What follows belongs to an exercise in optimizing a design on an open flow for small area, a short achievable clock period and few clock cycles; a production flow would make more cautious choices.
Function was checked by simulation only, so behaviour that the tests miss may differ from the original.

==> 08-13: inputs <==
==> flow/design.v <==
`default_nettype none
module sbk_core (
    input  wire        clk,
    input  wire        rst_n,
    input  wire        irq,
    output wire [31:0] imem_addr,
    input  wire [31:0] imem_rdata,
    output wire [31:0] dmem_addr,
    output wire [31:0] dmem_wdata,
    output wire [3:0]  dmem_wstrb,
    output wire        dmem_we,
    input  wire [31:0] dmem_rdata
);
    reg  [9:0]  dpc;         
    reg         dval;        
    reg         ev;          
    reg         lph;         
    reg         tst;         
    reg  [9:0]  epc;
    reg  [31:0] ea, eb;
    reg  [11:0] eimm;        
    reg  [4:0]  erd;
    reg  [2:0]  ef3;
    reg         e_wr, e_alu, e_sub, e_sra, e_load, e_store, e_br, e_jal, e_jalr;
    reg         e_ui, e_csr, e_csri, e_mret, e_exc, e_ecall, e_ebreak;
    reg  [3:0]  e_csel;
    reg  [1:0]  lsb;         
    reg         t_ecall, t_ebreak;
    reg  [31:0] mtvec, mepc;
    reg  [9:0]  mt_pc;       
    reg         mt_set;      
    reg         mt_wait;     
    reg         mc31;
    reg  [4:0]  mc;
    reg         MIE, MPIE, MEIE;
    reg  [31:0] rf [1:31];
    wire [31:0] ins = imem_rdata;
    wire [6:0]  op  = ins[6:0];
    wire [2:0]  f3  = ins[14:12];
    wire [6:0]  f7  = ins[31:25];
    wire [4:0]  rs1 = ins[19:15];
    wire [4:0]  rs2 = ins[24:20];
    wire [4:0]  rd  = ins[11:7];
    wire f7z = (f7 == 7'h00);
    wire f7s = (f7 == 7'h20);
    wire d_lui   = (op == 7'b0110111);
    wire d_auipc = (op == 7'b0010111);
    wire d_jal   = (op == 7'b1101111);
    wire d_jalr  = (op == 7'b1100111) & (f3 == 3'b000);
    wire d_br    = (op == 7'b1100011) & (f3[2:1] != 2'b01);
    wire d_load  = (op == 7'b0000011) & (f3[1:0] != 2'b11);
    wire d_store = (op == 7'b0100011) & (f3[1:0] != 2'b11) & ~f3[2];
    wire d_alui  = (op == 7'b0010011) & ( (f3[1:0] != 2'b01) | ((f3 == 3'b001) & f7z)
                                        | ((f3 == 3'b101) & (f7z | f7s)) );
    wire d_alur  = (op == 7'b0110011) & ( f7z | (f7s & ((f3 == 3'b000) | (f3 == 3'b101))) );
    wire d_fence = (op == 7'b0001111) & (f3[2:1] == 2'b00);
    wire d_ecall = (ins == 32'h0000_0073);
    wire d_ebrk  = (ins == 32'h0010_0073);
    wire d_mret  = (ins == 32'h3020_0073);
    wire d_csr   = (op == 7'b1110011) & (f3[1:0] != 2'b00);
    wire d_legal = d_lui | d_auipc | d_jal | d_jalr | d_br | d_load | d_store | d_alui
                 | d_alur | d_fence | d_ecall | d_ebrk | d_mret | d_csr;
    wire d_wr    = (d_lui | d_auipc | d_jal | d_jalr | d_load | d_alui | d_alur | d_csr)
                 & (rd != 5'd0);
    reg [3:0] d_csel;
    always @(*) begin
        case (ins[31:20])
            12'h300: d_csel = 4'd1;
            12'h304: d_csel = 4'd2;
            12'h344: d_csel = 4'd3;
            12'h301: d_csel = 4'd4;
            12'h305: d_csel = 4'd5;
            12'h341: d_csel = 4'd6;
            12'h342: d_csel = 4'd7;
            12'h343: d_csel = 4'd8;
            default: d_csel = 4'd0;
        endcase
    end
    wire        wen_f;           
    wire [31:0] wd;
    reg [31:0] rf1, rf2;
    integer ri;
    always @(*) begin
        rf1 = 32'd0;
        rf2 = 32'd0;
        for (ri = 1; ri < 32; ri = ri + 1) begin
            rf1 = rf1 | ({32{rs1 == ri}} & rf[ri]);
            rf2 = rf2 | ({32{rs2 == ri}} & rf[ri]);
        end
    end
    wire [31:0] rs1v = (wen_f & (erd == rs1)) ? wd : rf1;
    wire [31:0] rs2v = (wen_f & (erd == rs2)) ? wd : rf2;
    wire [31:0] immI = {{20{ins[31]}}, ins[31:20]};
    wire [31:0] immU = {ins[31:12], 12'd0};
    wire [9:0]  immB = {ins[7], ins[30:25], ins[11:9]};
    wire [9:0]  immJ = {ins[20], ins[30:22]};
    reg  [31:0] d_b;
    always @(*) begin
        if (d_alui | d_load | d_jalr) d_b = immI;
        else if (d_lui)               d_b = immU;
        else if (d_auipc)             d_b = {ins[31:12], dpc, 2'b00};
        else if (d_csr)               d_b = {27'd0, rs1};
        else                          d_b = rs2v;
    end
    wire int_en   = MIE & MEIE & irq;
    wire int_take = int_en & ev & ~e_store & ~lph;
    wire exc_take = ev & e_exc;
    wire trap_e   = int_take | exc_take;
    wire [31:0] addr = ea + {{20{eimm[11]}}, eimm};
    wire [31:0] sum  = ea + (e_sub ? ~eb : eb) + {31'd0, e_sub};
    wire lt31 = (ea[30:0] < eb[30:0]);
    wire sdif = ea[31] ^ eb[31];
    wire slt  = sdif ? ea[31] : lt31;
    wire sltu = sdif ? eb[31] : lt31;
    wire eq   = (ea == eb);
    wire        sl = ~ef3[2];
    wire [31:0] ea_rev, sh_rev;
    genvar gi;
    generate for (gi = 0; gi < 32; gi = gi + 1) begin : g_rev
        assign ea_rev[gi] = ea[31-gi];
    end endgenerate
    wire        sh_fill = e_sra & ea[31] & ~sl;
    wire [31:0] sh0 = sl ? ea_rev : ea;
    wire [31:0] sh1 = eb[0] ? {sh_fill,       sh0[31:1]}  : sh0;
    wire [31:0] sh2 = eb[1] ? {{2{sh_fill}},  sh1[31:2]}  : sh1;
    wire [31:0] sh3 = eb[2] ? {{4{sh_fill}},  sh2[31:4]}  : sh2;
    wire [31:0] sh4 = eb[3] ? {{8{sh_fill}},  sh3[31:8]}  : sh3;
    wire [31:0] sh_r = eb[4] ? {{16{sh_fill}}, sh4[31:16]} : sh4;
    generate for (gi = 0; gi < 32; gi = gi + 1) begin : g_rev2
        assign sh_rev[gi] = sh_r[31-gi];
    end endgenerate
    reg [31:0] alu;
    always @(*) begin
        case (ef3)
            3'd0: alu = sum;
            3'd1: alu = sh_rev;
            3'd2: alu = {31'd0, slt};
            3'd3: alu = {31'd0, sltu};
            3'd4: alu = ea ^ eb;
            3'd5: alu = sh_r;
            3'd6: alu = ea | eb;
            default: alu = ea & eb;
        endcase
    end
    reg [31:0] csr_old;
    always @(*) begin
        case (e_csel)
            4'd1: csr_old = {19'd0, 2'b11, 3'd0, MPIE, 3'd0, MIE, 3'd0};
            4'd2: csr_old = {20'd0, MEIE, 11'd0};
            4'd3: csr_old = {20'd0, irq, 11'd0};
            4'd4: csr_old = 32'h4000_0100;
            4'd5: csr_old = mtvec;
            4'd6: csr_old = mepc;
            4'd7: csr_old = {mc31, 26'd0, mc};
            4'd8: csr_old = mt_set ? imem_rdata : 32'd0;
            default: csr_old = 32'd0;
        endcase
    end
    wire [31:0] csr_src = e_csri ? {27'd0, eb[4:0]} : ea;
    wire [31:0] csr_new = (ef3[1:0] == 2'b01) ? csr_src :
                          (ef3[1:0] == 2'b10) ? (csr_old | csr_src) : (csr_old & ~csr_src);
    wire csr_we = ev & e_csr & ~int_take;
    reg [7:0] lb;
    always @(*) begin
        case (lsb)
            2'd0: lb = dmem_rdata[7:0];
            2'd1: lb = dmem_rdata[15:8];
            2'd2: lb = dmem_rdata[23:16];
            default: lb = dmem_rdata[31:24];
        endcase
    end
    wire [15:0] lh = lsb[1] ? dmem_rdata[31:16] : dmem_rdata[15:0];
    wire [31:0] ldata = (ef3[1:0] == 2'd0) ? {{24{~ef3[2] & lb[7]}}, lb} :
                        (ef3[1:0] == 2'd1) ? {{16{~ef3[2] & lh[15]}}, lh} : dmem_rdata;
    wire [10:0] epc1 = {1'b0, epc} + 11'd1;
    wire [31:0] res = e_alu ? alu :
                      e_ui  ? eb  :
                      e_csr ? csr_old : {19'd0, epc1, 2'b00};
    assign wd    = lph ? ldata : res;
    assign wen_f = (ev & e_wr & ~e_load) | (lph & e_wr);
    wire   csr_mt = ev & e_csr & (e_csel == 4'd8) & mt_set;
    wire   mt_f   = csr_mt & ~mt_wait;
    wire   mt_c   = csr_mt & mt_wait;
    wire   hold_e = mt_f & ~int_take;
    wire   wen   = wen_f & ~trap_e & ~mt_f;
    always @(posedge clk) begin
        if (wen) rf[erd] <= wd;
    end
    wire bcond = (ef3[2] ? (ef3[1] ? sltu : slt) : eq) ^ ef3[0];
    wire [9:0] etgt = epc + eimm[9:0];           
    wire jump     = ev & (e_jal | e_jalr | e_mret);
    wire btaken   = ev & e_br & bcond;
    wire redirect = jump | btaken;
    wire stall_f = ev & e_load & ~lph;             
    wire stall   = stall_f & ~int_take;
    reg [9:0] fpc_nb;
    always @(*) begin
        if (tst)              fpc_nb = mtvec[11:2];
        else if (mt_f)        fpc_nb = mt_pc;
        else if (mt_c)        fpc_nb = epc1[9:0];
        else if (jump)        fpc_nb = e_mret ? mepc[11:2] : e_jalr ? addr[11:2] : etgt;
        else if (stall_f)     fpc_nb = dpc;
        else                  fpc_nb = dpc + 10'd1;
    end
    wire [9:0] fpc = btaken ? etgt : fpc_nb;
    assign imem_addr = {20'd0, fpc, 2'b00};
    assign dmem_addr  = addr;
    assign dmem_we    = ev & e_store;
    assign dmem_wdata = (ef3[1:0] == 2'd0) ? {4{eb[7:0]}} :
                        (ef3[1:0] == 2'd1) ? {2{eb[15:0]}} : eb;
    reg [3:0] wstb;
    always @(*) begin
        casez ({ef3[1:0], addr[1:0]})
            4'b1?_00: wstb = 4'b1111;
            4'b01_00: wstb = 4'b0011;
            4'b01_10: wstb = 4'b1100;
            4'b00_00: wstb = 4'b0001;
            4'b00_01: wstb = 4'b0010;
            4'b00_10: wstb = 4'b0100;
            4'b00_11: wstb = 4'b1000;
            default:  wstb = 4'b0000;
        endcase
    end
    assign dmem_wstrb = wstb;
    wire e_take = ~tst & ~trap_e & ~stall & ~hold_e;    
    always @(posedge clk or negedge rst_n) begin
        if (~rst_n) begin
            dpc  <= 10'h3ff;
            dval <= 1'b0;
            ev   <= 1'b0;
            lph  <= 1'b0;
            tst  <= 1'b0;
            mt_wait <= 1'b0;
        end else begin
            dpc  <= fpc;
            dval <= ~trap_e;
            lph  <= stall;
            mt_wait <= hold_e;
            if (e_take)                 ev <= dval & ~redirect & ~mt_c;
            else if (!stall & !hold_e)  ev <= 1'b0;
            tst  <= trap_e;
        end
    end
    always @(posedge clk) begin
        ea   <= rs1v;
        eb   <= d_b;
        eimm <= d_store ? {ins[31:25], ins[11:7]} :
                d_jal   ? {2'b00, immJ} :
                d_br    ? {2'b00, immB} : ins[31:20];
        if (stall_f) lsb <= addr[1:0];
    end
    always @(posedge clk) begin
        if (e_take) begin
            epc    <= dpc;
            erd    <= rd;
            ef3    <= f3;
            e_wr   <= d_wr;
            e_alu  <= d_alui | d_alur;
            e_sub  <= (d_alur & ins[30] & (f3 == 3'b000)) | ((d_alui | d_alur) & (f3[2:1] == 2'b01)) | d_br;
            e_sra  <= ins[30];
            e_load <= d_load;
            e_store<= d_store;
            e_br   <= d_br;
            e_jal  <= d_jal;
            e_jalr <= d_jalr;
            e_ui   <= d_lui | d_auipc;
            e_csr  <= d_csr;
            e_csri <= f3[2];
            e_csel <= d_csel;
            e_mret <= d_mret;
            e_exc  <= ~d_legal | d_ecall | d_ebrk;
            e_ecall  <= d_ecall;
            e_ebreak <= d_ebrk;
        end
        if (trap_e) begin
            t_ecall  <= e_ecall;
            t_ebreak <= e_ebreak;
        end
    end
    always @(posedge clk or negedge rst_n) begin
        if (~rst_n) begin
            mtvec <= 32'h0000_0040;
            mepc  <= 32'd20;
            mt_set <= 1'b0;
            mt_pc  <= 10'd0;
            mc31  <= 1'b0;
            mc    <= 5'd0;
            MIE   <= 1'b0;
            MPIE  <= 1'b0;
            MEIE  <= 1'b0;
        end else begin
            if (tst) begin
                mepc <= {20'd0, epc, 2'b00};
                mt_pc  <= epc;
                mt_set <= 1'b1;
                mc31 <= irq;
                mc   <= (int_en | t_ecall) ? 5'd11 : t_ebreak ? 5'd3 : 5'd2;
                MPIE <= MIE;
                MIE  <= 1'b0;
            end
            if (ev & e_mret & ~int_take) begin
                MIE  <= MPIE;
                MPIE <= 1'b1;
            end
            if (csr_we) begin
                if (e_csel == 4'd5) mtvec <= csr_new;
                if (e_csel == 4'd6) mepc  <= csr_new;
                if (e_csel == 4'd1) begin MPIE <= csr_new[7]; MIE <= csr_new[3]; end
                if (e_csel == 4'd2) MEIE <= csr_new[11];
            end
        end
    end
endmodule
`default_nettype wire
`default_nettype none
module sbk_top (
    input  wire        clk,
    input  wire        rst_n,
    input  wire        irq,
    output wire [31:0] imem_addr,
    input  wire [31:0] imem_rdata,
    output wire [31:0] dmem_addr,
    output wire [31:0] dmem_wdata,
    output wire [3:0]  dmem_wstrb,
    output wire        dmem_we,
    input  wire [31:0] dmem_rdata
);
    sbk_core core (
        .clk(clk), .rst_n(rst_n), .irq(irq),
        .imem_addr(imem_addr), .imem_rdata(imem_rdata),
        .dmem_addr(dmem_addr), .dmem_wdata(dmem_wdata), .dmem_wstrb(dmem_wstrb),
        .dmem_we(dmem_we), .dmem_rdata(dmem_rdata)
    );
endmodule
`default_nettype wire
==> flow/flow/run.sh <==
#!/bin/bash
# Own layout flow: the standard ORFS flow (standard synthesis unchanged),
# with the timing repair steps asked to leave more setup slack (the clock
# and constraints are unchanged), plain buf_2 cells as the port buffers, and
# extra antenna repair rounds after detailed routing.  Each tool's full
# output is in the ORFS logs under orfs/logs; make's own output goes to
# standard_flow.log.
set -euo pipefail
HERE=$(pwd)
bash standard.sh SETUP_SLACK_MARGIN=10 \
    BUFFER_PORTS_ARGS="-buffer_cell sky130_fd_sc_hd__buf_2" \
    POST_DETAIL_ROUTE_TCL="$HERE/flow/antenna_fix.tcl" finish > standard_flow.log 2>&1
==> flow/flow/antenna_fix.tcl <==
# Sourced by ORFS after detailed routing: repeat antenna repair (with a
# ratio margin) and incremental detailed routing until no violation is left.
set ant_iter 0
while { [check_antennas] > 0 && $ant_iter < 6 } {
  repair_antennas -ratio_margin [expr { 10 + 10 * $ant_iter }]
  detailed_route {*}$::all_args
  incr ant_iter
}
puts "antenna_fix: $ant_iter extra rounds, [check_antennas] violations left"
==> flow/standard.sh <==
#!/bin/bash
# synth_recipe.tcl (not shown) runs the flow's synth.tcl, then flattens the netlist and writes it again
# the make line also repeats each setting of config.mk as NAME=value (left out here)
make -C /OpenROAD-flow-scripts/flow DESIGN_CONFIG=/design/flow/config.mk WORK_HOME=/design/flow/orfs CLKGATE_MAP_FILE= SYNTH_SCRIPT=/design/flow/synth_recipe.tcl "${@:-finish}"
==> flow/config.mk <==
export PLATFORM = sky130hd
export DESIGN_NAME = sbk_top
export DESIGN_NICKNAME = sbk_top
export VERILOG_FILES = /design/flow/design.v
export SDC_FILE = /design/flow/constraint.sdc
export NUM_CORES = 4
export LEC_CHECK = 0
export CAP_MARGIN = 20
export CORE_MARGIN = 2
export CORE_UTILIZATION = 40
export CTS_BUF_LIST = sky130_fd_sc_hd__clkbuf_8
export PLACE_DENSITY = 0.6
export SLEW_MARGIN = 20
==> flow/constraint.sdc <==
create_clock -name core_clock -period 17.0 [get_ports {clk}]
set_input_delay 3.4000 -clock core_clock [delete_from_list [all_inputs] [get_ports {clk}]]
set_output_delay 3.4000 -clock core_clock [all_outputs]
set_load 0.01 [all_outputs]
==> 04-18: changes against 08-13 <==
--- a/flow/design.v
+++ b/flow/design.v
@@ -16,8 +16,9 @@
     reg         ev;          
     reg         lph;         
-    reg         tst;         
+    reg  [1:0]  tst;         
     reg  [9:0]  epc;
     reg  [31:0] ea, eb;
     reg  [11:0] eimm;        
+    reg  [9:0]  etgt;        
     reg  [4:0]  erd;
     reg  [2:0]  ef3;
@@ -27,8 +28,5 @@
     reg  [1:0]  lsb;         
     reg         t_ecall, t_ebreak;
-    reg  [31:0] mtvec, mepc;
-    reg  [9:0]  mt_pc;       
-    reg         mt_set;      
-    reg         mt_wait;     
+    reg  [31:0] mtvec, mepc, mtval;
     reg         mc31;
     reg  [4:0]  mc;
@@ -79,14 +77,6 @@
     wire        wen_f;           
     wire [31:0] wd;
-    reg [31:0] rf1, rf2;
-    integer ri;
-    always @(*) begin
-        rf1 = 32'd0;
-        rf2 = 32'd0;
-        for (ri = 1; ri < 32; ri = ri + 1) begin
-            rf1 = rf1 | ({32{rs1 == ri}} & rf[ri]);
-            rf2 = rf2 | ({32{rs2 == ri}} & rf[ri]);
-        end
-    end
+    wire [31:0] rf1 = (rs1 == 5'd0) ? 32'd0 : rf[rs1];
+    wire [31:0] rf2 = (rs2 == 5'd0) ? 32'd0 : rf[rs2];
     wire [31:0] rs1v = (wen_f & (erd == rs1)) ? wd : rf1;
     wire [31:0] rs2v = (wen_f & (erd == rs2)) ? wd : rf2;
@@ -107,26 +97,22 @@
     wire exc_take = ev & e_exc;
     wire trap_e   = int_take | exc_take;
-    wire [31:0] addr = ea + {{20{eimm[11]}}, eimm};
-    wire [31:0] sum  = ea + (e_sub ? ~eb : eb) + {31'd0, e_sub};
-    wire lt31 = (ea[30:0] < eb[30:0]);
-    wire sdif = ea[31] ^ eb[31];
-    wire slt  = sdif ? ea[31] : lt31;
-    wire sltu = sdif ? eb[31] : lt31;
+    wire [31:0] bsel = e_store ? {{20{eimm[11]}}, eimm} : eb;
+    wire [31:0] sum  = ea + (e_sub ? ~bsel : bsel) + {31'd0, e_sub};
+    wire slt  = (ea[31] == eb[31]) ? sum[31] : ea[31];
+    wire sltu = (ea[31] == eb[31]) ? sum[31] : eb[31];
     wire eq   = (ea == eb);
     wire        sl = ~ef3[2];
-    wire [31:0] ea_rev, sh_rev;
+    wire [31:0] ea_rev;
     genvar gi;
     generate for (gi = 0; gi < 32; gi = gi + 1) begin : g_rev
         assign ea_rev[gi] = ea[31-gi];
     end endgenerate
+    wire [31:0] sh_in = sl ? ea_rev : ea;
     wire        sh_fill = e_sra & ea[31] & ~sl;
-    wire [31:0] sh0 = sl ? ea_rev : ea;
-    wire [31:0] sh1 = eb[0] ? {sh_fill,       sh0[31:1]}  : sh0;
-    wire [31:0] sh2 = eb[1] ? {{2{sh_fill}},  sh1[31:2]}  : sh1;
-    wire [31:0] sh3 = eb[2] ? {{4{sh_fill}},  sh2[31:4]}  : sh2;
-    wire [31:0] sh4 = eb[3] ? {{8{sh_fill}},  sh3[31:8]}  : sh3;
-    wire [31:0] sh_r = eb[4] ? {{16{sh_fill}}, sh4[31:16]} : sh4;
+    wire [63:0] sh_ext = {{32{sh_fill}}, sh_in} >> eb[4:0];
+    wire [31:0] sh_r = sh_ext[31:0];
+    wire [31:0] sh_out;
     generate for (gi = 0; gi < 32; gi = gi + 1) begin : g_rev2
-        assign sh_rev[gi] = sh_r[31-gi];
+        assign sh_out[gi] = sl ? sh_r[31-gi] : sh_r[gi];
     end endgenerate
     reg [31:0] alu;
@@ -134,9 +120,9 @@
         case (ef3)
             3'd0: alu = sum;
-            3'd1: alu = sh_rev;
+            3'd1: alu = sh_out;
             3'd2: alu = {31'd0, slt};
             3'd3: alu = {31'd0, sltu};
             3'd4: alu = ea ^ eb;
-            3'd5: alu = sh_r;
+            3'd5: alu = sh_out;
             3'd6: alu = ea | eb;
             default: alu = ea & eb;
@@ -153,5 +139,5 @@
             4'd6: csr_old = mepc;
             4'd7: csr_old = {mc31, 26'd0, mc};
-            4'd8: csr_old = mt_set ? imem_rdata : 32'd0;
+            4'd8: csr_old = mtval;
             default: csr_old = 32'd0;
         endcase
@@ -179,31 +165,23 @@
     assign wd    = lph ? ldata : res;
     assign wen_f = (ev & e_wr & ~e_load) | (lph & e_wr);
-    wire   csr_mt = ev & e_csr & (e_csel == 4'd8) & mt_set;
-    wire   mt_f   = csr_mt & ~mt_wait;
-    wire   mt_c   = csr_mt & mt_wait;
-    wire   hold_e = mt_f & ~int_take;
-    wire   wen   = wen_f & ~trap_e & ~mt_f;
+    wire   wen   = wen_f & ~trap_e;
     always @(posedge clk) begin
         if (wen) rf[erd] <= wd;
     end
     wire bcond = (ef3[2] ? (ef3[1] ? sltu : slt) : eq) ^ ef3[0];
-    wire [9:0] etgt = epc + eimm[9:0];           
-    wire jump     = ev & (e_jal | e_jalr | e_mret);
-    wire btaken   = ev & e_br & bcond;
-    wire redirect = jump | btaken;
+    wire redirect = ev & (e_jal | e_jalr | e_mret | (e_br & bcond));
+    wire [9:0] rtgt = e_mret ? mepc[11:2] : e_jalr ? sum[11:2] : etgt;
     wire stall_f = ev & e_load & ~lph;             
     wire stall   = stall_f & ~int_take;
-    reg [9:0] fpc_nb;
+    reg [9:0] fpc;
     always @(*) begin
-        if (tst)              fpc_nb = mtvec[11:2];
-        else if (mt_f)        fpc_nb = mt_pc;
-        else if (mt_c)        fpc_nb = epc1[9:0];
-        else if (jump)        fpc_nb = e_mret ? mepc[11:2] : e_jalr ? addr[11:2] : etgt;
-        else if (stall_f)     fpc_nb = dpc;
-        else                  fpc_nb = dpc + 10'd1;
+        if (tst == 2'd1)      fpc = epc;
+        else if (tst == 2'd2) fpc = mtvec[11:2];
+        else if (redirect)    fpc = rtgt;
+        else if (stall_f)     fpc = dpc;
+        else                  fpc = dpc + 10'd1;
     end
-    wire [9:0] fpc = btaken ? etgt : fpc_nb;
     assign imem_addr = {20'd0, fpc, 2'b00};
-    assign dmem_addr  = addr;
+    assign dmem_addr  = sum;
     assign dmem_we    = ev & e_store;
     assign dmem_wdata = (ef3[1:0] == 2'd0) ? {4{eb[7:0]}} :
@@ -211,5 +189,5 @@
     reg [3:0] wstb;
     always @(*) begin
-        casez ({ef3[1:0], addr[1:0]})
+        casez ({ef3[1:0], sum[1:0]})
             4'b1?_00: wstb = 4'b1111;
             4'b01_00: wstb = 4'b0011;
@@ -223,5 +201,5 @@
     end
     assign dmem_wstrb = wstb;
-    wire e_take = ~tst & ~trap_e & ~stall & ~hold_e;    
+    wire e_take = (tst == 2'd0) & ~trap_e & ~stall;    
     always @(posedge clk or negedge rst_n) begin
         if (~rst_n) begin
@@ -230,14 +208,14 @@
             ev   <= 1'b0;
             lph  <= 1'b0;
-            tst  <= 1'b0;
-            mt_wait <= 1'b0;
+            tst  <= 2'd0;
         end else begin
             dpc  <= fpc;
-            dval <= ~trap_e;
+            dval <= (tst != 2'd1) & ~trap_e;
             lph  <= stall;
-            mt_wait <= hold_e;
-            if (e_take)                 ev <= dval & ~redirect & ~mt_c;
-            else if (!stall & !hold_e)  ev <= 1'b0;
-            tst  <= trap_e;
+            if (e_take)      ev <= dval & ~redirect;
+            else if (!stall) ev <= 1'b0;
+            if (trap_e)           tst <= 2'd1;
+            else if (tst == 2'd1) tst <= 2'd2;
+            else if (tst == 2'd2) tst <= 2'd0;
         end
     end
@@ -245,8 +223,7 @@
         ea   <= rs1v;
         eb   <= d_b;
-        eimm <= d_store ? {ins[31:25], ins[11:7]} :
-                d_jal   ? {2'b00, immJ} :
-                d_br    ? {2'b00, immB} : ins[31:20];
-        if (stall_f) lsb <= addr[1:0];
+        eimm <= {ins[31:25], ins[11:7]};
+        etgt <= dpc + (d_jal ? immJ : immB);
+        if (stall_f) lsb <= sum[1:0];
     end
     always @(posedge clk) begin
@@ -282,6 +259,5 @@
             mtvec <= 32'h0000_0040;
             mepc  <= 32'd20;
-            mt_set <= 1'b0;
-            mt_pc  <= 10'd0;
+            mtval <= 32'd0;
             mc31  <= 1'b0;
             mc    <= 5'd0;
@@ -290,8 +266,6 @@
             MEIE  <= 1'b0;
         end else begin
-            if (tst) begin
+            if (tst == 2'd1) begin
                 mepc <= {20'd0, epc, 2'b00};
-                mt_pc  <= epc;
-                mt_set <= 1'b1;
                 mc31 <= irq;
                 mc   <= (int_en | t_ecall) ? 5'd11 : t_ebreak ? 5'd3 : 5'd2;
@@ -299,4 +273,5 @@
                 MIE  <= 1'b0;
             end
+            if (tst == 2'd2) mtval <= imem_rdata;
             if (ev & e_mret & ~int_take) begin
                 MIE  <= MPIE;
==> flow/run.sh (new file) <==
#!/bin/bash
# synth_recipe.tcl (not shown) runs the flow's synth.tcl, then flattens the netlist and writes it again
# the make line also repeats each setting of config.mk as NAME=value (left out here)
make -C /OpenROAD-flow-scripts/flow DESIGN_CONFIG=/design/flow/config.mk WORK_HOME=/design/flow/orfs CLKGATE_MAP_FILE= SYNTH_SCRIPT=/design/flow/synth_recipe.tcl finish
CTS_BUF_LIST = not set   (was sky130_fd_sc_hd__clkbuf_8)
removed: flow/flow/run.sh
removed: flow/flow/antenna_fix.tcl
removed: flow/standard.sh
==> implementation parameters <==
Parameter                              Value

Run status
  Result of the run  no timing/DRC/antenna violations

Synthesis
  XOR/XNOR Fraction of Synth Area    1.93%

Timing
  Tightest slew margin relative to the limit    14.2%
  Unrepaired setup endpoints after global routing    yes
  Maximum clock skew at final layout    0.0872 ns
  Worst hold margin    0.428 ns

GRT
  Routing usage on met2    55.7%

Final layout
  Multi-input gates    3830
  Post-Layout Cell Count    8059

CTS
  Clock tree root driver cell    clkbuf_8

Placed design
  RD Place Congestion    1.04
That was 08-13.
==> implementation parameters <==
Parameter                              Value

Run status
  List of failed layout checks      antenna violations
  Result of the run    failed layout checks

Final layout
  Multi-input gates    3073

Timing
  Tightest slew margin relative to the limit    17.6%
  Maximum clock skew at final layout    0.0415 ns
  Unrepaired setup endpoints after global routing    no

CTS
  Clock tree root driver cell    clkbuf_16

Detailed routing
  Final ANT Viol Nets    1
That was 04-18.
Testbench counts of 08-13, summed over its fixed seeds: cycles 36,326.
Testbench counts of 04-18, summed over its fixed seeds: cycles 36,362.

-- static timing again, ports no longer ideal --
The flow's constraints put no driver on any port. The routed layouts listed below were extracted and timed again, unchanged, in two steps.
Step 1: set_driving_cell puts a clkbuf_16 on clk and a buf_2 on each other input, an assumption about the parent block.
Step 2 moves the port delays by t, midway between the first and last clock arrival at a register: inputs arrive t later, outputs are due t later. That takes back most of the time a late clock gives input paths.
Slacks: ideal / step 1 / step 2; pairs: ideal / step 1.
run | t, ns | setup WS [ns] | hold WS [ns] | worst register clock-pin slew, ns
08-13 | 1.024 | 9.673 / 9.579 / 9.204 | 0.428 / 0.428 / 0.428 | 0.07 / 0.07
04-18 | 0.875 | 6.973 / 6.884 / 7.759 | 0.421 / 0.421 / 0.421 | 0.07 / 0.07
For 08-13, which loses most, drivers alone change the setup slack by -0.094 ns; drivers and shift together by -0.469 ns.
